This design comes from an exercise in tuning for small area and a short achievable clock period on the open sky130 flow, not from production work.
The RTL was checked by simulation tests, not by an equivalence proof against the original design.

<file path="flow/config.mk">
export PLATFORM = sky130hd
export DESIGN_NAME = plastic_neuron
export DESIGN_NICKNAME = plastic_neuron
export VERILOG_FILES = /design/flow/design.v
export SDC_FILE = /design/flow/constraint.sdc
export NUM_CORES = 4
export LEC_CHECK = 0
export CAP_MARGIN = 20
export CORE_MARGIN = 2
export CORE_UTILIZATION = 40
export SLEW_MARGIN = 20
</file>
<file path="flow/constraint.sdc">
create_clock -name core_clock -period 7.0 [get_ports {clk}]
set_input_delay 1.4000 -clock core_clock [delete_from_list [all_inputs] [get_ports {clk}]]
set_output_delay 1.4000 -clock core_clock [all_outputs]
set_load 0.01 [all_outputs]
</file>
<file path="flow/design.v">
module plastic_neuron (
    input wire clk,
    input wire rst,
    input wire [15:0] input_signal,       
    input wire [15:0] feedback_error,     
    input wire enable_learning,           
    output reg [31:0] output_signal       
);
    reg signed [15:0] weight;
    parameter LEARNING_RATE = 16'd10; 
    always @(posedge clk or posedge rst) begin
        if (rst) begin
            weight <= 16'd1000;  
            output_signal <= 0;
        end else begin
            output_signal <= $signed(input_signal) * $signed(weight);
            if (enable_learning) begin
                if (input_signal > 0 && feedback_error > 0) begin
                    weight <= weight + LEARNING_RATE;
                end else if (input_signal > 0 && feedback_error < 0) begin
                    weight <= weight - LEARNING_RATE;
                end
            end
        end
    end
endmodule
</file>
<file path="flow/run.sh">
#!/bin/bash
# synth_recipe.tcl (not shown) runs the flow's synth.tcl, then flattens the netlist and writes it again
# the make line also repeats each setting of config.mk as NAME=value (left out here)
make -C /OpenROAD-flow-scripts/flow DESIGN_CONFIG=/design/flow/config.mk WORK_HOME=/design/flow/orfs CLKGATE_MAP_FILE= SYNTH_SCRIPT=/design/flow/synth_recipe.tcl finish
</file>
==> summary.md <==
| Metric | Value |
|---|---|
| Required time of the critical path | 7.19 ns |
| Number of iterations in the first detailed-routing pass | 5 |
| Largest net degree at the start of global routing | 47 |
| GP Congestion | 0.853 |
| Endpoint type of the worst setup path | register |
| Number of port buffers | 65 |
| Unrepaired setup endpoints after global routing | true |
| Total length of routed wires | 25500 microns |
| Critical path buffers and inverters | 5 |
| Post-DRT Antenna Nets | 0 |
| Residual DRC | 0 |
| Syn_nets | around 1500 |
| Predominant post-synthesis flop cell | dfrtp_1 |
| Worst clock skew | about 0.0092 ns |
| Tightest Pin Transition | 0.826 ns |
| Worst Path Class, Setup | in -> reg |
| Antenna fix cells | 0 |
| Family of cells with the greatest summed delay on the critical path | adder cells |
| Worst min-delay path startpoint | weight[15] |
| TritonCTS buffer count | 5 |
| Data arrival time of the critical path | 7.05 ns |
| Cell at the root of the clock tree | clkbuf_16 |
| Mean post-synth cell area | 9.53 sq um |
| Final count of hold timing violations | 0 |
| Total I/O pin count | 67 |
| Cells after Synth | between 1000 and 1500 |
| Die Wd | 167 microns |
| Most used standard cell by instance count after synthesis | inv_1 |
| Detailed placement HPWL | 21100 microns |
| Terminus of the critical flop-to-flop path | output_signal[30] |
| Number of flops mapped to enable cells by yosys | 0 |
| DIE AREA | 27800 sq um |
| Commonest cells in the netlist | 270 x inv_1, 235 x fa_1, 128 x nand2_1, 107 x and2_1, 86 x ha_1 |
| Number of antenna violations at the first check in global routing | 0 |
| Count of state elements after synthesis | between 40 and 50 |
| Max Root-Sink Buffers | 2 |
| Starting density of the core | between 40% and 50% |
| Number of placement rows | 59 |
| Maximum cell stage delay along the critical path | 0.59 ns |
| Die height | 167 microns |
| Total negative setup slack | 0 ns |
| Fraction of final layout cells sized beyond drive strength 1 | 14.4% |
| Asr flop ratio synth | 100% |
| CP cell instances | clkdlybuf4s50_1 -> buf_6 -> and2_1 -> fa_1 -> inv_1 -> fa_2 -> fa_1 -> fa_1 -> fa_1 -> fa_1 -> inv_2 -> ha_4 -> a211oi_1 -> o21ai_1 -> a211oi_2 -> o21ai_2 -> nand4_1 -> a41oi_2 -> buf_4 -> o2bb2ai_1 -> a31o_2 |
| Logic depth of the worst path, buffers included | 21 |
| Count of nets after finishing | 1616 |
| Core Area | 26000 sq um |
| Via count of the first global-routing pass | 8336 |
| Finish-stage setup viols | 0 |
| Clock tree from TritonCTS | done |
| Initial detailed-routing violation count | 333 |
| Final routed wire length divided by cell count | 16.0 microns |
| Run status | timing/DRC/antenna clean |
| Netlist area before placement | 10600 sq um |
| Area added between synthesis and finish | 21.7% |
| Final core utilization | about half |
| Final count of pins violating max slew | 0 |
| CTS H-Tree Depth | 2 |
| GRT Resource Usage Total | 18.7% |
| First-pass GRT wire length | around 42000 microns |
| Sequential cell area fraction in the yosys report | 10.9% |
| Critical path peak fanout | 7 |
| Warning count from the yosys run | 1 |
| Congestion Overflow GR | 0 |
| Number of vias per cell after detailed routing | ~4.9 |
| Sinks on the clock net | 46 |
| Critical Path Source Type | primary input |
| Filler cell count in the final layout | 2482 |
| Vias after detailed routing | 7754 |
| Cell type with the highest aggregate area in the netlist | fa_1 |
| CP Capture Point | output_signal[30] |
| Max Clock Freq | 146 MHz |
| Class of the most critical hold timing path | reg -> reg |
| Launching point of the worst reg2reg path | weight[11] |
| Ratio of final minimum period to clock period | 98.0% |
| Synth area leaders | fa_1 44%, ha_1 10%, inv_1 9.6% |
| Clock period minus worst slack | 6.86 ns |
| R2r setup slk | 0.94 ns |
| Cell depth of the worst flop-to-flop path | 20 |
| Most common cell on crit path | fa_1 |
| Area share of the leading cell type in the synthesized netlist | 44.5% |
| Launching instance or port of the critical path | input_signal[12] |
| Slew HR | approximately 45% |
| Max Cap Viol | 0 |
| Clock slew at the register clock pins of the worst setup and hold paths | ~0.08 ns |
| CP max-delay cell | fa_1 |
| Synth cell types | 47 |
| Latest clock arrival within the worst-skew pair | around 0.3 ns |
[cell type report]
type / count / area [sq um] / area share, %
clock buffers: 5 / 125 / 0.972
flip-flops and latches: 46 / 1160 / 9.00
well taps: 335 / 419 / 3.26
multi-input cells: 751 / 8510 / 66.1
clock inverters: 3 / 25.0 / 0.194
repair buffers: 186 / 1620 / 12.6
inverters: 270 / 1010 / 7.88
[stage by stage]
step	setup WS [ns]	hold slack, ns	cells	instance area (sq um)
2_1_floorplan	0.203	0.567	1111	10600
3_3_place_gp	-0.452	0.654	1580	12400
3_5_place_dp	-0.594	0.642	1580	12400
4_1_cts	0.00736	0.659	1588	12500
5_1_grt	-0.0430	0.669	1596	12900
6_report	0.137	0.656	1596	12900
[state kept, by name, summed over array words and instances, names as in the netlist]
name,flops
output_signal,31
weight,15
[how the worst min path moves through the flow]
stage	end	cells past startpoint	slack, ns
finish	weight[15]	2	0.66
floorplan	weight[15]	1	0.57
global placement	weight[15]	2	0.65
global route	weight[15]	2	0.67
detailed placement	weight[15]	2	0.64
CTS	weight[15]	2	0.66
[per-layer routing]
metal | part of all wire (%) | wire length (microns) | global-route usage, % | vias to the layer above
met5 | 0 | 0 | 0 | -
met4 | 1.4 | 367 | 3.34 | 0
li1 | - | - | - | 3573
met1 | 40 | 10200 | 23.5 | 4006
met3 | 3.8 | 982 | 1.50 | 23
met2 | 55 | 14000 | 35.3 | 152
[kinds of logic (layout without fill, tap and decap cells)]
family / Yosys count / after routing / synth area share, %
adder cells (fa/ha/maj): 321 / 321 / 54.6
AND/OR/NAND/NOR: 314 / 314 / 14.7
other: 1 / 1 / 0.0354
flip-flops: 46 / 46 / 10.9
multiplexers: 1 / 1 / 0.106
AO/OA/AOI/OAI: 70 / 70 / 4.79
buffers and inverters: 314 / 464 / 11.2
XOR/XNOR: 44 / 44 / 3.64
[repair_timing]
item,CTS,global route
pin swaps,1,37
gates cloned,0,3
setup buffers,0,5
hold buffers,0,0
setup endpoints to repair,10,12
gates resized for setup,13,58
[cells in the final DEF (no fill, tap or decap), types with 3 or more instances in the layout]
master / n
inv_1: 267
fa_1: 229
nand2_1: 128
buf_4: 107
and2_1: 106
ha_1: 77
clkdlybuf4s50_1: 54
dfrtp_1: 40
xnor2_1: 34
nor2_1: 31
a21oi_1: 14
o21ai_0: 10
xor2_1: 10
ha_4: 9
buf_6: 9
nand2b_1: 8
a21o_1: 8
nand3_1: 8
nor4_1: 8
o21a_1: 6
fa_2: 6
dfstp_2: 6
a211oi_1: 5
nor2b_1: 5
clkbuf_16: 5
dlygate4sd2_1: 5
and3_1: 4
nand4_1: 4
dlymetal6s2s_1: 4
a211oi_2: 3
o21ai_1: 3
nor3_1: 3
buf_12: 3
[worst register-to-register path: stages, from the launching register on]
cell       delay, ns
dfrtp_1         0.85
nand2_1         0.19
fa_1            0.54
inv_1           0.05
fa_1            0.49
fa_1            0.52
fa_1            0.51
fa_1            0.51
inv_1           0.05
fa_1            0.51
inv_2           0.05
ha_4            0.16
a21o_1          0.17
a21o_1          0.18
a211oi_2        0.24
o21ai_2         0.11
nand4_1         0.15
a41oi_2         0.16
buf_4           0.18
o2bb2ai_1       0.12
a31o_2          0.21

what the ideal ports hide:
In the flow no input, the clock included, has a driving cell. The finished layout below was timed again as built, in two steps. Step 1, drivers: a clkbuf_16 drives clk and a buf_2 each remaining input, both assumed. Step 2, shift: input delay + t, output delay - t, t = (earliest + latest rising clock arrival at the registers) / 2. This alone moves slack from input paths to output paths. Three values: ideal ports, drivers, drivers and shift; two values: the first two.
t (ns): 0.338
setup slack, ns: 0.137 / 0.152 / -0.185
worst hold slack (ns): 0.656 / 0.656 / 0.656
slew at the worst register clock pin (ns): 0.08 / 0.08
worst slew at a driven data input, ns: 0.05
Met with ideal ports but missed after step 2: setup timing in this run. For this run, drivers alone change the setup slack by +0.015 ns; drivers and shift together by -0.322 ns.
